Source: an optimization exercise on an open RTL-to-GDS flow (aim: small area and a short achievable clock period). Production flows keep margins and buffers that such runs may drop.
The RTL was checked by simulation tests, not by an equivalence proof against the original design.

==> flow/design.v, too long to show whole: its modules and the start of the top module <==
// module Filter_IIR: 3776 lines
// module iir_fa: 6 lines
// module iir_ha: 6 lines
module Filter_IIR(Output, Input, clk, reset);
  // ...
==> flow/flow/run.sh <==
#!/bin/bash
export BUFFER_PORTS_ARGS="-buffer_cell sky130_fd_sc_hd__buf_2"
bash standard.sh > standard.log 2>&1
==> flow/standard.sh <==
#!/bin/bash
# synth_recipe.tcl (not shown) runs the flow's synth.tcl, then flattens the netlist and writes it again
# the make line also repeats each setting of config.mk as NAME=value (left out here)
make -C /OpenROAD-flow-scripts/flow DESIGN_CONFIG=/design/flow/config.mk WORK_HOME=/design/flow/orfs CLKGATE_MAP_FILE= SYNTH_SCRIPT=/design/flow/synth_recipe.tcl "${@:-finish}"
==> flow/config.mk <==
export PLATFORM = sky130hd
export DESIGN_NAME = Filter_IIR
export DESIGN_NICKNAME = Filter_IIR
export VERILOG_FILES = /design/flow/design.v
export SDC_FILE = /design/flow/constraint.sdc
export NUM_CORES = 4
export LEC_CHECK = 0
export CAP_MARGIN = 20
export CORE_MARGIN = 2
export CORE_UTILIZATION = 40
export CTS_BUF_LIST = sky130_fd_sc_hd__clkbuf_8
export CTS_CLUSTER_SIZE = 30
export SLEW_MARGIN = 20
export SYNTH_HIERARCHICAL = 1
export SYNTH_MINIMUM_KEEP_SIZE = 0
==> flow/constraint.sdc <==
create_clock -name core_clock -period 40.0 [get_ports {clk}]
set_input_delay 8.0000 -clock core_clock [delete_from_list [all_inputs] [get_ports {clk}]]
set_output_delay 8.0000 -clock core_clock [all_outputs]
set_load 0.01 [all_outputs]
==> summary.txt, run 1 <==
- Tapcell count: 969
- Post-synthesis compound-gate area fraction: 0.0386
- Root Driver: clkbuf_8
- Seq area share: 0.126
- Met2 routed WL: approximately 33 mm
- Crit path max-delay family: compound AO/OA/AOI/OAI gates
- Cell area after synthesis: 30200 µm²
- Max Slew Vio Count: 0
- Die W: 279 µm
- Setup ws final: 12.25 ns
- Std-Cell Core Area: 74700 µm²
- Worst Hold Launch: s3_d1[1]$_DFF_PN0_
- Crit-path most repeated cell: fa_1
- Total grt overflow: 0
- DR WL/cell: between 15 and 20 µm
- XOR/XNOR share of the synthesized area: 0.0341
- Post-synthesis sequential area ratio: 0.134
- Synth top cells by count: 791 x fa_1, 650 x inv_1, 353 x ha_1
- DP Area: 31700 µm²
- Reg area: 4050 µm²
- Max-cap violations: 0
- Critical path class: in2out
- Iter 0 DRT Violations: 712
- NonClk Buf Share: 0.0127
- Worst r2r src: s2_d1[0]$_DFF_PN0_
- Area-dominant class: multi-input combinational cells
- Worst path max stage delay: around 0.64 ns
- P&R area growth vs syn: 6.24%
- Multi-input gate area: 23600 µm²
- Worst-margin pin slew: 1.04 ns
- Status: no timing/DRC/antenna violations
- H-tree depth reported by CTS: 4
- Placed insts: 3497
- Non-CTS buffers: 75
==> inputs of run 2 (changes only) <==
--- a/flow/design.v
+++ b/flow/design.v
@@ -1805,19 +1805,19 @@
   wire n1793 = n1633 ^ n1759;
   wire n1794 = n1634 ^ n1760;
   wire n1795 = n1635 ^ n1761;
   wire n1796 = n1636 ^ n1762;
   wire n1797 = n1637 ^ n1763;
   wire n1798 = n1638 ^ n1764;
   wire n1799 = n1639 ^ n1765;
   wire n1800 = n1582 ^ n1797;
-  wire n1801 = ~n1582 & n1797;
+  wire n1801 = ~(n1582) & n1797;
   wire n1802 = n1583 ^ ~n1798 ^ n1801;
-  wire n1803 = (~n1583 & ~n1798) | (~(n1583 ^ ~n1798) & n1801);
+  wire n1803 = (~(n1583) & ~n1798) | (~(n1583 ^ ~n1798) & n1801);
   wire n1804 = ~n1584 ^ ~n1799 ^ n1803;
   wire n1805 = s1_dd[1] ^ n1562;
   wire n1806 = ~s1_dd[1] & n1562;
   wire n1807 = s1_dd[2] ^ n1563;
   wire n1808 = ~s1_dd[2] & n1563;
   wire n1809 = s1_dd[3] ^ n1564;
   wire n1810 = ~s1_dd[3] & n1564;
   wire n1811 = s1_dd[4] ^ n1565;
@@ -3564,19 +3564,19 @@
   wire n3552 = n3429 ^ n3523;
   wire n3553 = n3430 ^ n3524;
   wire n3554 = n3431 ^ n3525;
   wire n3555 = n3432 ^ n3526;
   wire n3556 = n3433 ^ n3527;
   wire n3557 = n3434 ^ n3528;
   wire n3558 = n3435 ^ n3529;
   wire n3559 = ~n3381 ^ 1'b0;
-  wire n3560 = ~~n3381 & 1'b0;
+  wire n3560 = ~(~n3381) & 1'b0;
   wire n3561 = ~n3382 ^ 1'b0 ^ n3560;
-  wire n3562 = (~~n3382 & 1'b0) | (~(~n3382 ^ 1'b0) & n3560);
+  wire n3562 = (~(~n3382) & 1'b0) | (~(~n3382 ^ 1'b0) & n3560);
   wire n3563 = ~n3383 ^ 1'b0 ^ n3562;
   wire n3564 = n1120 ^ n3361;
   wire n3565 = ~n1120 & n3361;
   wire n3566 = n1122 ^ n3362;
   wire n3567 = ~n1122 & n3362;
   wire n3568 = n1124 ^ n3363;
   wire n3569 = ~n1124 & n3363;
   wire n3570 = n1126 ^ n3364;
==> run 2 against run 1 <==
Compared with the run above:
- non-clock buffer count unchanged
- maximum frequency unchanged
- global-route usage unchanged
- routed wire length stayed put
- first-iteration DRC count stayed put
- sequential share of layout area did not move
- final area did not move
- highest routed layer unchanged
==> summary.txt, run 2 <==
- DR WL/cell: 18.1 µm (unchanged)
- Yosys cell types: 57 (unchanged)
- Routed vias/inst: 4.84 (unchanged)
- Synth warn: 7 (unchanged)
- Synthesized instance count: 2477 (unchanged)
- Post-Synth Simple-Gate Area: 0.0322 (unchanged)
- Post-synth top area share: 0.524 (unchanged)
- Main area contributors after synthesis: fa_1 52%, ha_1 15%, dfrtp_1 13% (unchanged)
- Syn_nets: 3655 (unchanged)
- Reg area: 4050 µm² (unchanged)
- Worst-margin pin slew: 1.04 ns (unchanged)
- DR vias: 17083 (unchanged)
- Worst path max stage delay: 0.64 ns (about the same)
- Layout cells sized above 1: 0.0484 (unchanged)
- P&R area growth vs syn: 6.24% (unchanged)
- Clock Skew: 0.0222 ns (unchanged)
- Initial Util: 0.405 (unchanged)
- Total grt overflow: 0 (unchanged)
- TNS Setup: 0 ns (unchanged)
- Seq cells post-synth: 162 (unchanged)
- Final Wtd Congestion: 0.903 (unchanged)
- EDFF count, synth: 0 (unchanged)
- Post-synthesis sequential area ratio: 0.134 (unchanged)
- Max Slew Vio Count: 0 (unchanged)
- Crit-path slowest cell: a2111oi_0 (unchanged)
- Post-CTS setup buffer count: 0 (unchanged)
- Die area: 77800 µm² (unchanged)
- Root Driver: clkbuf_8 (unchanged)
- Largest Register: s1_c (unchanged)
- Die W: 279 µm (unchanged)
- Combinational family with the most area after synthesis: adder cells (unchanged)
- Worst EP arrival: 19.75 ns (about the same)
- Post-synth top area cell: fa_1 (unchanged)
- Synth Flop Type: dfrtp_1 (unchanged)
- Hold depth: 0 (unchanged)
- Min Tclk post-route: 27.75 ns (unchanged)
- Vias in the first global route: 20415 (unchanged)
- Number of flip-flops under the largest register name: 24 (unchanged)
- Fin crit share: 0.694 (unchanged)
- Crit. End Element: primary output (unchanged)
- Worst R2R Path Depth: 56 (unchanged)
- Max FO, Critical Path: 9 (unchanged)
- Worst min path class: reg2reg (unchanged)
- Max-cap violations: 0 (unchanged)
- Die Ht: 279 µm (unchanged)
- Std-Cell Core Area: 74700 µm² (unchanged)
- Post-synthesis mux area share: 0 (unchanged)
- Post-Synth Adder-Cell Area: 0.674 (unchanged)
- Worst r2r src: s2_d1[0]$_DFF_PN0_ (unchanged)
- Hpwl dp: 57.9 mm (unchanged)
- Worst Hold Launch: s3_d1[1]$_DFF_PN0_ (unchanged)
- Worst skew pair latency: 0.59 ns (about the same)
- RSZ-0062 raised after global routing: no (unchanged)
- Ys async rst share: 1.00 (unchanged)
- CTS Sinks: 162 (unchanged)
- Multi-input gate area: 23600 µm² (unchanged)
- Nets: 3725 (unchanged)
- Synth top cells by count: 791 x fa_1, 650 x inv_1, 353 x ha_1 (unchanged)
- Most common cell in the synthesized netlist: fa_1 (unchanged)
- Clock buffer depth: 2 (unchanged)
- CTS-repair resized insts: 0 (unchanged)
- Iter 0 DRT Violations: 712 (unchanged)
- XOR/XNOR share of the synthesized area: 0.0341 (unchanged)
- Row count: 100 (unchanged)
- CTS clk-pin slew, worst paths: 0.09 ns (about the same)
- Initial antenna violation count: 1 (unchanged)
- H-tree depth reported by CTS: 4 (unchanged)
- Crit-path most repeated cell: fa_1 (unchanged)
- Status: no timing/DRC/antenna violations (unchanged)
- Total GRT Usage: 0.181 (unchanged)
- WL final: 63.9 mm (unchanged)
- # hold bufs at CTS: 0 (unchanged)
- I/O pin count: 66 (unchanged)
- Antenna Violating Nets Remaining: 0 (unchanged)
- Commonest non-fill, non-tap cell in the layout: fa_1 (unchanged)
- CTS tree: done (unchanged)
- Post-detailed-route DRC marker count: 0 (unchanged)
- Final Hold Fails: 0 (unchanged)
- Pin count of the biggest net entering global routing: 68 (unchanged)
- First-pass DRT Iterations: 4 (unchanged)
- Most frequent cells in the layout: 791 x fa_1, 650 x inv_1, 353 x ha_1, 162 x dfrtp_1, 83 x xnor2_1 (unchanged)
- Critical path class: in2out (unchanged)
- Minimum hold slack: 0.394 ns (unchanged)
- Post-synthesis compound-gate area fraction: 0.0386 (unchanged)
- IO Port Bufs: 65 (unchanged)
- Crit path launch: Input[11] (unchanged)
- Startpoint Class: primary input (unchanged)
- Cell area after synthesis: 30200 µm² (unchanged)
- Worst slew margin: 0.302 (unchanged)
- Filler cells: 6855 (unchanged)
- Max Freq: 36.0 MHz (unchanged)
- TritonCTS buffer count: 17 (unchanged)
- First-pass GRT wire length: 108 mm (unchanged)
- Mean Syn Cell Area: 12.2 µm² (unchanged)
- Setup violations, final: 0 (unchanged)
- CP required: 32.00 ns (about the same)
[run 2: logic make-up after synthesis]
logic type | after synthesis
AO/OA/AOI/OAI | 175
XOR/XNOR | 117
adder cells (fa/ha/maj) | 1159
buffers and inverters | 674
flip-flops | 162
AND/OR/NAND/NOR | 190
[run 2: layout make-up]
class	count	area share
sequential	162	0.126
tap	969	0.0377
multi-input combinational	1641	0.734
antenna	1	0.0000779
inverter	650	0.0759
clock buffer	17	0.00728
clock inverter	15	0.00607
timing repair buffer	75	0.0127
[run 2: worst max-delay path: cells and delay by family]
family / cells / cell delay [ns]
AO/OA/AOI/OAI: 19 / 4.59
buffers and inverters: 6 / 0.65
XOR/XNOR: 3 / 1.36
adder cells (fa/ha/maj): 10 / 4.43
AND/OR/NAND/NOR: 4 / 0.71
[run 2: per-stage QoR]
stage	worst slack (ns)	std cells	cell area (µm²)	utilization
after global placement	12.44	3497	31700	0.424
after floorplan	13.80	2477	30200	-
after detailed placement	12.20	3497	31700	0.424
after global routing	11.08	3530	32100	0.430
final	12.25	3530	32100	0.430
after CTS	12.13	3529	32100	0.430
[run 2: path summary, 6_finish.rpt]
| path | end | slack (ns) |
|---|---|---|
| worst max-delay path | Output[24] | 12.25 |
| worst min-delay path | s3_d2[1]$_DFF_PN0_ | 0.39 |
| worst max register to register | s3_d1[22]$_DFF_PN0_ | 20.24 |
| worst min register to register | s3_d2[1]$_DFF_PN0_ | 0.39 |
| max in group asynchronous | s2_d1[18]$_DFF_PN0_ | 31.27 |
| min in group asynchronous | s1_c[16]$_DFF_PN0_ | 7.39 |
[run 2: Yosys stat by module, one instance, submodules excluded]
module,flops+latches,cells inside
Filter_IIR,162,1640
iir_fa,0,1
iir_ha,0,1
[run 2: layer usage]
metal / track usage / part of all wire
met4: 0.0538 / 0.024
met3: 0.0281 / 0.030
met5: 0 / 0
met2: 0.310 / 0.51
met1: 0.239 / 0.44
==> inputs of run 3 (changes only) <==
--- a/flow/config.mk
+++ b/flow/config.mk
@@ -10,4 +10,2 @@
 export CORE_UTILIZATION = 40
-export CTS_BUF_LIST = sky130_fd_sc_hd__clkbuf_8
-export CTS_CLUSTER_SIZE = 30
 export SLEW_MARGIN = 20
==> run 3 against run 2 <==
Compared with the run above:
- still clean on timing, DRC and antenna
- synthesized cell count stayed put
- final area is 0.59% higher
- critical path depth stayed put
- count of clock-buffer cells in the layout is the same
- worst setup slack gained 0.026 ns
- via count increased by 0.14%
- flip-flop and latch count unchanged
- non-clock buffer count stayed put
==> summary.txt, run 3 <==
- Row count: 100 (unchanged)
- Initial Util: 0.405 (unchanged)
- Ys async rst share: 1.00 (unchanged)
- CTS-repair resized insts: 0 (unchanged)
- Status: no timing/DRC/antenna violations (unchanged)
- DP Worst Slack: 12.20 ns (unchanged)
- Seq cells post-synth: 162 (unchanged)
- Total GRT Usage: 0.181 (about the same)
- Nets: 3725 (unchanged)
- Crit. End Element: primary output (unchanged)
- Die area: 77800 µm² (unchanged)
- Fin area: 32300 µm² (was 32100 µm²)
- Antenna Violating Nets Remaining: 0 (unchanged)
- Post-detailed-route DRC marker count: 0 (unchanged)
- Post-synthesis mux area share: 0 (unchanged)
- Number of flip-flops under the largest register name: 24 (unchanged)
- Yosys cell types: 57 (unchanged)
- Synth top cells by count: 791 x fa_1, 650 x inv_1, 353 x ha_1 (unchanged)
- Vias in the first global route: 20392 (was 20415)
- Post-synthesis compound-gate area fraction: 0.0386 (unchanged)
- Fin crit share: 0.693 (was 0.694)
- Fin cells: 3529 (was 3530)
- Post-CTS setup buffer count: 0 (unchanged)
- CTS clk-pin slew, worst paths: 0.07 ns (was 0.09 ns)
- IO Port Bufs: 65 (unchanged)
- Startpoint Class: primary input (unchanged)
- Hold depth: 0 (unchanged)
- Most common cell in the synthesized netlist: fa_1 (unchanged)
- Setup violations, final: 0 (unchanged)
- Clock buffer depth: 2 (unchanged)
- Max Slew Vio Count: 0 (unchanged)
- Post-layout util: 0.433 (was 0.430)
- Worst-margin pin slew: 1.03 ns (was 1.04 ns)
- Pin count of the biggest net entering global routing: 68 (unchanged)
- Initial antenna violation count: 0 (was 1)
- Worst R2R Path Depth: 56 (unchanged)
- Main area contributors after synthesis: fa_1 52%, ha_1 15%, dfrtp_1 13% (unchanged)
- Worst path max stage delay: 0.64 ns (about the same)
- First-pass GRT wire length: 108 mm (about the same)
- TritonCTS buffer count: 17 (unchanged)
- Crit path max-delay family: compound AO/OA/AOI/OAI gates (unchanged)
- Critical path class: in2out (unchanged)
- Most frequent cells in the layout: 791 x fa_1, 650 x inv_1, 353 x ha_1, 162 x dfrtp_1, 83 x xnor2_1 (unchanged)
- Post-synth top area share: 0.524 (unchanged)
- CTS tree: done (unchanged)
- Final Wtd Congestion: 0.903 (unchanged)
- CTS Sinks: 162 (unchanged)
- Placed insts: 3497 (unchanged)
- Hpwl dp: 57.9 mm (unchanged)
- Synth Flop Type: dfrtp_1 (unchanged)
- WL final: 63.8 mm (was 63.9 mm)
- Buffers & Inverters on Critical Path: 6 (unchanged)
- Minimum hold slack: 0.389 ns (was 0.394 ns)
- Synthesized instance count: 2477 (unchanged)
- # hold bufs at CTS: 0 (unchanged)
- I/O pin count: 66 (unchanged)
- DP Area: 31700 µm² (unchanged)
- Post-synth top area cell: fa_1 (unchanged)
- Commonest non-fill, non-tap cell in the layout: fa_1 (unchanged)
- Post-Synth Adder-Cell Area: 0.674 (unchanged)
- Crit-path most repeated cell: fa_1 (unchanged)
- Die Ht: 279 µm (unchanged)
- Worst skew pair latency: 0.50 ns (was 0.59 ns)
- Cell area after synthesis: 30200 µm² (unchanged)
- Layout cells sized above 1: 0.0484 (unchanged)
- Number of diodes: 0 (was 1)
- Iter 0 DRT Violations: 720 (was 712)
- Routed vias/inst: 4.85 (was 4.84)
- Largest Register: s1_c (unchanged)
- Combinational family with the most area after synthesis: adder cells (unchanged)
- Clock Skew: 0.0142 ns (was 0.0222 ns)
- Post-Synth Simple-Gate Area: 0.0322 (unchanged)
- Max Freq: 36.1 MHz (was 36.0 MHz)
- TNS Setup: 0 ns (unchanged)
- Worst EP arrival: 19.72 ns (was 19.75 ns)
- P&R area growth vs syn: 6.87% (was 6.24%)
- CP required: 32.00 ns (about the same)
- Mean Syn Cell Area: 12.2 µm² (unchanged)
- DR WL/cell: 18.1 µm (about the same)
- Post-synthesis sequential area ratio: 0.134 (unchanged)
- WP depth: 42 (unchanged)
- XOR/XNOR share of the synthesized area: 0.0341 (unchanged)
- EDFF count, synth: 0 (unchanged)
- RSZ-0062 raised after global routing: no (unchanged)
- Worst slew margin: 0.309 (was 0.302)
- Std-Cell Core Area: 74700 µm² (unchanged)
- Final Hold Fails: 0 (unchanged)
- Crit-path slowest cell: a2111oi_0 (unchanged)
- Min Tclk post-route: 27.72 ns (was 27.75 ns)
- Max FO, Critical Path: 9 (unchanged)
- Root Driver: clkbuf_16 (was clkbuf_8)
- First-pass DRT Iterations: 6 (was 4)
- Worst min path class: reg2reg (unchanged)
- DR vias: 17107 (was 17083)
- Setup ws final: 12.28 ns (was 12.25 ns)
- Max-cap violations: 0 (unchanged)
- Syn_nets: 3655 (unchanged)
- H-tree depth reported by CTS: 4 (unchanged)
- Synth warn: 7 (unchanged)
- Die W: 279 µm (unchanged)
- Total grt overflow: 0 (unchanged)
run 3: cell counts after synthesis:
No cell type changed its count.
run 3: final timing paths:
check                      slack, ns                  end                from
max reg2reg                    20.28  s3_d1[22]$_DFF_PN0_  s2_d1[0]$_DFF_PN0_
min in group asynchronous       7.50   s1_c[20]$_DFF_PN0_               reset
max                            12.28           Output[24]           Input[11]
min reg2reg                     0.39   s3_d2[1]$_DFF_PN0_  s3_d1[1]$_DFF_PN0_
max in group asynchronous      31.17  s2_d1[18]$_DFF_PN0_               reset
min                             0.39   s3_d2[1]$_DFF_PN0_  s3_d1[1]$_DFF_PN0_
run 3: cell families after synthesis:
kind of cell / Yosys count
adders and majority gates: 1159
buffers and inverters: 674
and+or+nand+nor: 190
AOI/OAI and AO/OA: 175
DFF: 162
xor gates and xnor gates: 117
run 3: area by class of cell:
type                       count  area (µm²)
sequential                   162        4050
fill                        6829       42400
inverter                     650        2440
tap                          969        1210
timing repair buffer          75         407
clock buffer                  17         425
multi-input combinational   1641       23600
clock inverter                15         195
run 3: worst register-to-register path, delay by kind of cell (launching register included):
kind                       cells  cell delay, ns
adders and majority gates     38           15.68
AOI/OAI and AO/OA              9            2.33
buffers and inverters          3            0.19
and+or+nand+nor                3            0.33
xor gates and xnor gates       3            0.61
DFF                            1            0.50
run 3: metal layers:
metal | global-route usage | share of wire | vias to the layer above
li1 | - | - | 7650
met1 | 0.239 | 0.43 | 9134
met2 | 0.309 | 0.51 | 245
met3 | 0.0290 | 0.031 | 78
met4 | 0.0527 | 0.023 | 0
met5 | 0 | 0 | -
run 3: Yosys stat by module, one instance, submodules excluded:
module	flip-flops and latches	cells	cell area, µm²
iir_fa	0	1	20.0
Filter_IIR	162	1640	13900
iir_ha	0	1	12.5

## separate check: timing with driven ports
Ports are ideal in the flow. The routed layouts listed here were re-timed in OpenROAD.
Step 1: set_driving_cell puts a clkbuf_16 on clk and a buf_2 on each other input, an assumption about the parent block.
Step 2, shift: input delay + t, output delay - t, t = (earliest + latest rising clock arrival at the registers) / 2. This alone moves slack from input paths to output paths.
a / b / c = no drivers / after step 1 / after step 2; a / b = the first two.
run | shift t [ns] | setup WS [ns] | pins driven straight from the clock port
run 1 | 0.633 | 12.251 / 12.222 / 12.222 | 1
run 2 | 0.633 | 12.251 / 12.222 / 12.222 | 1
run 3 | 0.555 | 12.277 / 12.248 / 12.248 | 1
After both steps every run listed still meets setup and hold.
